Source: an optimization exercise on an open RTL-to-GDS flow (aim: small area and a short achievable clock period). Production flows keep margins and buffers that such runs may drop. Function was checked by simulation only, so behaviour that the tests miss may differ from the original. Power figures rest on the tool's default switching activity, not on a simulated workload.

==> run H: inputs <==
==> flow/design.v (excerpt) <==
module systolic_top (
    input  logic         i_clk,
    input  logic         i_nrst,
    input  logic         i_reg_clear,
    input  logic         i_pe_en,
    input  logic         i_psum_out_en,
    input  logic [1:0]   i_mode,
    input  logic [63:0]  i_ifmap,    
    input  logic [7:0]   i_weight,
    output logic [127:0] o_ofmap     
);
clock: 10.0 ns
lec_check: 0
cap_margin: 20
core_margin: 2
core_utilization: 40
cts_buf_list: sky130_fd_sc_hd__clkbuf_8
cts_cluster_diameter: 60
cts_cluster_size: 16
slew_margin: 20
standard.sh (not shown) runs the stock make flow with config.mk's settings and CLKGATE_MAP_FILE= SYNTH_SCRIPT=/design/flow/synth_recipe.tcl, a recipe that flattens the netlist after the stock synthesis.
==> flow/flow/run.sh <==
#!/bin/bash
# Standard layout, with one netlist step between synthesis and floorplan:
# fixpol.py removes polarity inverters around full-adder cells (a full adder
# inverted on all three inputs gives both outputs inverted), choosing which
# adders to take in inverted polarity so that the fewest inverters remain.
# Registers and all other cells are left as the standard synthesis made them.
set -euo pipefail
# repair setup timing towards a slack of 7 ns (the standard flow's setting stops at 5)
export SETUP_SLACK_MARGIN=7
# every port still gets its own buffer, as the smallest buffer cell (the resizer upsizes as needed)
export BUFFER_PORTS_ARGS="-buffer_cell sky130_fd_sc_hd__buf_1"
R=orfs/results/${FLOW_PLATFORM}/systolic_top/base
bash standard.sh synth > synth.log 2>&1
cp $R/1_2_yosys.v 1_2_yosys.orig.v
python3 flow/fixpol.py 1_2_yosys.orig.v $R/1_2_yosys.v > fixpol.log 2>&1
rm -f $R/1_synth.odb $R/1_synth.sdc
bash standard.sh finish > layout.log 2>&1
Other scripts of this flow, unchanged in this note and not shown: flow/flow/fixpol.py
==> run G: changes against run H <==
--- a/flow/flow/run.sh
+++ b/flow/flow/run.sh
@@ -6,6 +6,4 @@
 # Registers and all other cells are left as the standard synthesis made them.
 set -euo pipefail
-# repair setup timing towards a slack of 7 ns (the standard flow's setting stops at 5)
-export SETUP_SLACK_MARGIN=7
 # every port still gets its own buffer, as the smallest buffer cell (the resizer upsizes as needed)
 export BUFFER_PORTS_ARGS="-buffer_cell sky130_fd_sc_hd__buf_1"
CTS_CLUSTER_DIAMETER = 70   (was 60)
CTS_CLUSTER_SIZE = 20   (was 16)
SETUP_SLACK_MARGIN = 5   (was not set)
==> notes <==
- Between run H and run G, the lower core utilization is in run G (gap 12 points).
- Sequential power is about the same in run H and run G.
- Of run H and run G, run H has the higher clock skew (gap 16 ps).
- In area after synthesis, run H and run G do not differ.
- Register-to-register slack: run H is higher than run G (360 ps).
- Against run H, the global-route usage of run G is lower by 2.7 points.
==> figures <==
	run H	run G
Non-clock buffer share of cell area	13.8%	2.69%
Clock network fraction of design power	19.5%	22.0%
Largest net degree at the start of global routing	138	149
Number of antenna violations at the first check in global routing	6	4
Fmax	0.224 GHz	0.207 GHz
Routing usage on met2	39.5%	35.5%
Seq/total area	21.3%	26.5%
Routability Congestion	0.868	0.877
Post-layout worst setup margin	5530 ps	5180 ps
Worst slew slack as a fraction of its limit	43.9%	38.9%
Power in the clock group	1.52 mW	1.32 mW
Outcome	finished clean	finished clean
Power drawn by the combinational cells	3.80 mW	2.23 mW
Clock-cell share	2.44%	2.49%


==> inputs of build 20 <==
systolic_top again, from the RTL that the note above started with.
Settings: LEC_CHECK=0, CAP_MARGIN=20, CORE_MARGIN=2, CORE_UTILIZATION=40, SETUP_SLACK_MARGIN=5, SLEW_MARGIN=20; clock period 10.0 ns.
run.sh (not shown) runs the stock make flow with config.mk's settings and CLKGATE_MAP_FILE= SYNTH_SCRIPT=/design/flow/synth_recipe.tcl, a recipe that flattens the netlist after the stock synthesis.
Stock flow here: none of the scripts above is used.
==> build 93: changes against build 20 <==
--- a/flow/config.mk
+++ b/flow/config.mk
@@ -8,5 +8,8 @@
 export CAP_MARGIN = 20
 export CORE_MARGIN = 2
 export CORE_UTILIZATION = 40
+export CTS_BUF_LIST = sky130_fd_sc_hd__clkbuf_8
+export CTS_CLUSTER_DIAMETER = 60
+export CTS_CLUSTER_SIZE = 16
 export SETUP_SLACK_MARGIN = 5
 export SLEW_MARGIN = 20
==> results.toml <==
[route]
firstDrtPassIters = 5
met3_length_um = 6520
wl_per_cell_um = 19.7

[sta]
max_freq_mhz = 208
skew_ns = 0.0462
finalCritPeriodShare_pct = 48.0

[finish]
layout-drive-gt1-share_pct = 6.66
clock_area_share_pct = 2.94
post-route-cell-area_um2 = 43100

[status]
outcome = "finished clean"

[power]
p_seq_share_pct = 37.1
pwr-share-clk_pct = 23.2
p_sw_share_pct = 40.1
leakage_nw = 21.5

[clock_network]
cts_root_buf = "clkbuf_8"

[critical_path]
path_cells = "nand3_1, fa_1, inv_1, fa_1, fa_1, inv_1, fa_1, inv_1, ha_1, a21oi_2, nand3_1, nand3b_1, a31oi_1, o21bai_2, mux2i_1, a2111oi_2"
crit_fanout = 14
# the run above: build 93

==> results.toml <==
[status]
outcome = "finished clean"

[finish]
post-route-cell-area_um2 = 43700
clock_area_share_pct = 4.43
layout-drive-gt1-share_pct = 6.37

[sta]
max_freq_mhz = 209
skew_ns = 0.0252
finalCritPeriodShare_pct = 47.9

[power]
p_sw_share_pct = 36.3
p_seq_share_pct = 33.9
leakage_nw = 21.7

[route]
wl_per_cell_um = 19.8
met3_length_um = 6210
# the run above: build 20



==> run D <==
Starting RTL as in the previous note.
==> flow/config.mk <==
export PLATFORM = sky130hd
export DESIGN_NAME = systolic_top
export DESIGN_NICKNAME = systolic_top
export VERILOG_FILES = /design/flow/design.v
export SDC_FILE = /design/flow/constraint.sdc
export NUM_CORES = 4
export LEC_CHECK = 0
export CAP_MARGIN = 20
export CORE_MARGIN = 2
export CORE_UTILIZATION = 40
export CTS_BUF_LIST = sky130_fd_sc_hd__clkbuf_8
export CTS_CLUSTER_DIAMETER = 60
export CTS_CLUSTER_SIZE = 16
export SETUP_SLACK_MARGIN = 5
export SLEW_MARGIN = 20
==> flow/constraint.sdc <==
create_clock -name core_clock -period 10.0 [get_ports {i_clk}]
set_input_delay 2.0000 -clock core_clock [delete_from_list [all_inputs] [get_ports {i_clk}]]
set_output_delay 2.0000 -clock core_clock [all_outputs]
set_load 0.01 [all_outputs]
standard.sh (not shown) runs the stock make flow with config.mk's settings and CLKGATE_MAP_FILE= SYNTH_SCRIPT=/design/flow/synth_recipe.tcl, a recipe that flattens the netlist after the stock synthesis.
==> flow/flow/run.sh <==
#!/bin/bash
# Standard layout, with one netlist step between synthesis and floorplan:
# fixpol.py removes polarity inverters around full-adder cells (a full adder
# inverted on all three inputs gives both outputs inverted), choosing which
# adders to take in inverted polarity so that the fewest inverters remain.
# Registers and all other cells are left as the standard synthesis made them.
set -euo pipefail
# every port still gets its own buffer, as the smallest buffer cell (the resizer upsizes as needed)
export BUFFER_PORTS_ARGS="-buffer_cell sky130_fd_sc_hd__buf_1"
R=orfs/results/${FLOW_PLATFORM}/systolic_top/base
bash standard.sh synth > synth.log 2>&1
cp $R/1_2_yosys.v 1_2_yosys.orig.v
python3 flow/fixpol.py 1_2_yosys.orig.v $R/1_2_yosys.v > fixpol.log 2>&1
rm -f $R/1_synth.odb $R/1_synth.sdc
bash standard.sh finish > layout.log 2>&1
Other scripts of this flow, unchanged in this note and not shown: flow/flow/fixpol.py
==> run C: changes against run D <==
--- a/flow/flow/run.sh
+++ b/flow/flow/run.sh
@@ -7,4 +7,2 @@
 set -euo pipefail
-# every port still gets its own buffer, as the smallest buffer cell (the resizer upsizes as needed)
-export BUFFER_PORTS_ARGS="-buffer_cell sky130_fd_sc_hd__buf_1"
 R=orfs/results/${FLOW_PLATFORM}/systolic_top/base
==> summary of the runs <==
Flip-flop and latch count is the same in run C and run D. In sequential power, run C and run D hardly differ. Area after synthesis is the same in run D and run C. In run D the clock skew is higher than in run C, by 0.0052 ns. In run D the combinational power is lower than in run C, by about 10%. Of run D and run C, run C has the higher register-to-register slack (gap 0.03 ns). In cell count, run D and run C hardly differ. Against run D, the total power of run C is larger by 4.9%. In run D the critical path depth is higher than in run C, by 1. In run D the setup slack is lower than in run C, by 0.028 ns. Between run D and run C, the lower cell area is in run D (gap about 3.3%, measured against run C).
==> figures <==
| quantity | run C | run D |
|---|---|---|
| Max Freq | 209 MHz | 208 MHz |
| Reported clock group power | 1.42 mW | 1.37 mW |
| Design area | 41200 um2 | 39800 um2 |
| R2R Path End | systolic_array_inst.y_axis[2].pe_inst.out_q[14] | systolic_array_inst.y_axis[7].pe_inst.out_q[14] |
| Multi-input logic portion of the cell area | 60.6% | 62.6% |
| Cell type of the slowest stage on the worst timing path | sky130_fd_sc_hd__dfrtp_2 | sky130_fd_sc_hd__dfrtp_1 |
| Met1 track demand over resource | 32.1% | 30.9% |
| Slowest Stage Delay on Critical Path | 0.53 ns | 0.65 ns |
| Setup crit start | systolic_array_inst.y_axis[2].pe_inst.w_q[3] | systolic_array_inst.y_axis[7].pe_inst.w_q[2] |
| Met2 global-route usage | 36.0% | 35.5% |
| Layout fillers | 8806 | 8956 |
| Wire length on met1 | 46900 um | 45500 um |
| Clock network power share | 22.3% | 22.7% |
| Placed wire-length estimate after detailed placement | 75500 um | 75400 um |
| Final nets | 4432 | 4430 |
| Pre-CTS setup slack | 4.94 ns | 4.91 ns |
| Crit path capture | systolic_array_inst.y_axis[2].pe_inst.out_q[14] | systolic_array_inst.y_axis[7].pe_inst.out_q[14] |
| Largest driver fanout on the critical path | 13 | 11 |
| Global router's overall resource usage | 22.7% | 22.3% |
| Met2 wire length | 49400 um | 48000 um |
| Result of the run | timing/DRC/antenna clean | timing/DRC/antenna clean |
| Share of final-layout standard cells stronger than drive strength 1 | 6.48% | 6.16% |
| Startpoint of the most critical hold path | systolic_array_inst.y_axis[3].pe_inst.out_q[3] | systolic_array_inst.y_axis[4].pe_inst.out_q[6] |


==> v4: inputs <==
Starting RTL as in the previous note.
export LEC_CHECK = 0
export CAP_MARGIN = 20
export CORE_MARGIN = 2
export CORE_UTILIZATION = 40
export CTS_BUF_LIST = sky130_fd_sc_hd__clkbuf_8
export CTS_CLUSTER_DIAMETER = 60
export CTS_CLUSTER_SIZE = 16
export SETUP_SLACK_MARGIN = 5
export SLEW_MARGIN = 20
create_clock -name core_clock -period 10.0 [get_ports {i_clk}]
==> flow/flow/run.sh <==
#!/bin/bash
# Standard layout, with one netlist step between synthesis and floorplan:
# fixpol.py removes polarity inverters around full-adder cells (a full adder
# inverted on all three inputs gives both outputs inverted), choosing which
# adders to take in inverted polarity so that the fewest inverters remain.
# Registers and all other cells are left as the standard synthesis made them.
set -euo pipefail
# every port still gets its own buffer, as the smallest buffer cell (the resizer upsizes as needed)
export BUFFER_PORTS_ARGS="-buffer_cell sky130_fd_sc_hd__buf_1"
R=orfs/results/${FLOW_PLATFORM}/systolic_top/base
bash standard.sh synth > synth.log 2>&1
cp $R/1_2_yosys.v 1_2_yosys.orig.v
python3 flow/fixpol.py 1_2_yosys.orig.v $R/1_2_yosys.v > fixpol.log 2>&1
rm -f $R/1_synth.odb $R/1_synth.sdc
bash standard.sh finish > layout.log 2>&1
Other scripts of this flow, unchanged in this note and not shown: flow/flow/fixpol.py
==> inputs of v32, as changes to v4 <==
--- a/flow/config.mk
+++ b/flow/config.mk
@@ -7,7 +7,7 @@
 export LEC_CHECK = 0
 export CAP_MARGIN = 20
 export CORE_MARGIN = 2
-export CORE_UTILIZATION = 40
+export CORE_UTILIZATION = 55
 export CTS_BUF_LIST = sky130_fd_sc_hd__clkbuf_8
 export CTS_CLUSTER_DIAMETER = 60
 export CTS_CLUSTER_SIZE = 16
==> qor summary <==
item	v32	v4
Area Overhead vs Synth	6.704%	7.898%
Source of the critical timing path	systolic_array_inst.y_axis[7].pe_inst.a_q[2]$_DFF_P_	systolic_array_inst.y_axis[6].pe_inst.w_q[5]$_DFFE_PN0P_
Final worst clock skew	35.92 ps	32.74 ps
Leak pwr	0.02044 µW	0.02046 µW
FF/Latch Area	10570 µm²	10560 µm²
Post-CTS resize count	7	1
Clock-net power	1410 µW	1540 µW
Capture endpoint of the worst hold path	systolic_array_inst.y_axis[5].pe_inst.out_q[3]$_DFFE_PN0P_	systolic_array_inst.y_axis[4].pe_inst.out_q[8]$_DFFE_PN0P_
Placed Instances	4358	4680
Routed WL	101500 µm	104700 µm
Floorplan die area	69170 µm²	94690 µm²
Design Area, Final	39370 µm²	39810 µm²
Data arrival time of the critical path	5460 ps	5470 ps
Result of the run	timing/DRC/antenna clean	timing/DRC/antenna clean
Total chip power	6098 µW	6246 µW
Met1 global-route usage	0.4237	0.3191
Met3 global-route usage	0.04237	0.04060
Crit-path max FO	10	11
Repair and plain buffers	247	238
Required time worst endpoint	10570 ps	10620 ps
Reported net switching power	2445 µW	2535 µW


==> build 9: inputs <==
systolic_top again, from the RTL that the note above started with.
==> flow/design.v (excerpt) <==
module systolic_top (
    input  logic         i_clk,
    input  logic         i_nrst,
    input  logic         i_reg_clear,
    input  logic         i_pe_en,
    input  logic         i_psum_out_en,
    input  logic [1:0]   i_mode,
    input  logic [63:0]  i_ifmap,    
    input  logic [7:0]   i_weight,
    output logic [127:0] o_ofmap     
);
    systolic_array #(.HEIGHT(8)) systolic_array_inst (
        .i_clk(i_clk), .i_nrst(i_nrst), .i_mode(i_mode),
        .i_reg_clear(i_reg_clear), .i_pe_en(i_pe_en), .i_psum_out_en(i_psum_out_en),
        .i_ifmap(i_ifmap), .i_weight(i_weight), .o_ofmap(o_ofmap)
    );
endmodule
Settings: LEC_CHECK=0, CAP_MARGIN=20, CORE_MARGIN=2, CORE_UTILIZATION=40, SLEW_MARGIN=20; clock period 10.0 ns.
run.sh (not shown) runs the stock make flow with config.mk's settings and CLKGATE_MAP_FILE= SYNTH_SCRIPT=/design/flow/synth_recipe.tcl, a recipe that flattens the netlist after the stock synthesis.
Stock flow here: none of the scripts above is used.
==> build 18: changes against build 9 <==
- SETUP_SLACK_MARGIN: not set -> 5
- SYNTH_HIERARCHICAL: not set -> 1
- SYNTH_MINIMUM_KEEP_SIZE: not set -> 0
==> trial 22: changes against build 9 <==
- CTS_BUF_LIST: not set -> sky130_fd_sc_hd__clkbuf_8
- SETUP_SLACK_MARGIN: not set -> 5
==> qor summary <==
Result of the run: build 18 finished clean; trial 22 finished clean; build 9 finished clean
Proportion of layout cells with a drive suffix above 1: build 18 0.08661; trial 22 0.07225; build 9 0.04103
Setup crit start: build 18 systolic_array_inst.y_axis[1].pe_inst.w_q[2]; trial 22 systolic_array_inst.y_axis[5].pe_inst.a_q[5]; build 9 systolic_array_inst.y_axis[7].pe_inst.s_8
Combinational Power: build 18 2.90 mW; trial 22 2.61 mW; build 9 2.60 mW
First-pass iteration count of the detailed router: build 18 5; trial 22 5; build 9 6
Final weighted congestion in routability-driven placement: build 18 0.8878; trial 22 0.8914; build 9 0.8914
Post-synth cell types: build 18 52; trial 22 78; build 9 78
F_max: build 18 205.9 MHz; trial 22 207.5 MHz; build 9 197.7 MHz
Synthesized-area fraction occupied by and/or/nand/nor cells: build 18 0.1590; trial 22 0.1399; build 9 0.1399
Slowest-stage cell, CP: build 18 dfrtp_1; trial 22 dfxtp_1; build 9 fa_1
Power consumed by the clock network: build 18 2.12 mW; trial 22 2.00 mW; build 9 2.14 mW
Register area share after synthesis: build 18 0.2731; trial 22 0.2714; build 9 0.2714
Average size of a mapped cell: build 18 10.69 µm²; trial 22 9.315 µm²; build 9 9.315 µm²
Fraction of standard cell area in multi-input logic: build 18 0.6135; trial 22 0.5656; build 9 0.5685
Met2 layer wire length in the routed design: build 18 53.14 mm; trial 22 50.58 mm; build 9 49.94 mm
Clock Network Area Fraction: build 18 0.04375; trial 22 0.04308; build 9 0.04467
Post-layout nets: build 18 4,390; trial 22 4,961; build 9 4,915
Routed length per placed instance: build 18 22.18 µm; trial 22 19.70 µm; build 9 19.77 µm
Area taken by flip-flops and latches: build 18 10,570 µm²; trial 22 10,570 µm²; build 9 10,490 µm²

## what the ideal ports hide
No port has a modelled driver above. Below, the same layouts with a new extraction and two added sets of constraints. Step 1 (the two cells are an assumption about what drives the block):
set clk [get_ports {i_clk}]
set_driving_cell -lib_cell sky130_fd_sc_hd__clkbuf_16 $clk
set_driving_cell -lib_cell sky130_fd_sc_hd__buf_2 [delete_from_list [all_inputs] $clk]
Step 2 also shifts input and output timing later by t, the mid clock arrival at the registers, as if the neighbouring blocks saw the same clock. a / b / c = ideal / step 1 / step 2; a / b = the first two.
run | t, ns | slack for setup (ns) | hold WS [ns] | worst setup path at the end | pins driven straight from the clock port
run H | 0.785 | 5.535 / 5.535 / 5.535 | 0.495 / 0.495 / 0.495 | register to register | 1
run G | 0.733 | 5.177 / 5.177 / 5.177 | 0.479 / 0.479 / 0.479 | register to register | 1
build 20 | 0.703 | 5.211 / 5.211 / 5.211 | 0.477 / 0.477 / 0.477 | register to register | 1
build 93 | 0.784 | 5.200 / 5.200 / 5.200 | 0.485 / 0.485 / 0.485 | register to register | 1
run D | 0.752 | 5.188 / 5.188 / 5.188 | 0.481 / 0.481 / 0.481 | register to register | 1
run C | 0.768 | 5.216 / 5.216 / 5.216 | 0.484 / 0.484 / 0.484 | register to register | 1
v4 | 0.794 | 5.145 / 5.145 / 5.145 | 0.481 / 0.481 / 0.481 | register to register | 1
v32 | 0.733 | 5.110 / 5.110 / 5.110 | 0.482 / 0.482 / 0.482 | register to register | 1
build 9 | 0.705 | 4.942 / 4.942 / 4.942 | 0.476 / 0.476 / 0.476 | register to register | 1
build 18 | 0.710 | 5.143 / 5.143 / 5.143 | 0.493 / 0.493 / 0.493 | register to register | 1
trial 22 | 0.766 | 5.181 / 5.181 / 5.181 | 0.477 / 0.477 / 0.477 | register to register | 1
After both steps setup and hold are still met in every run listed.
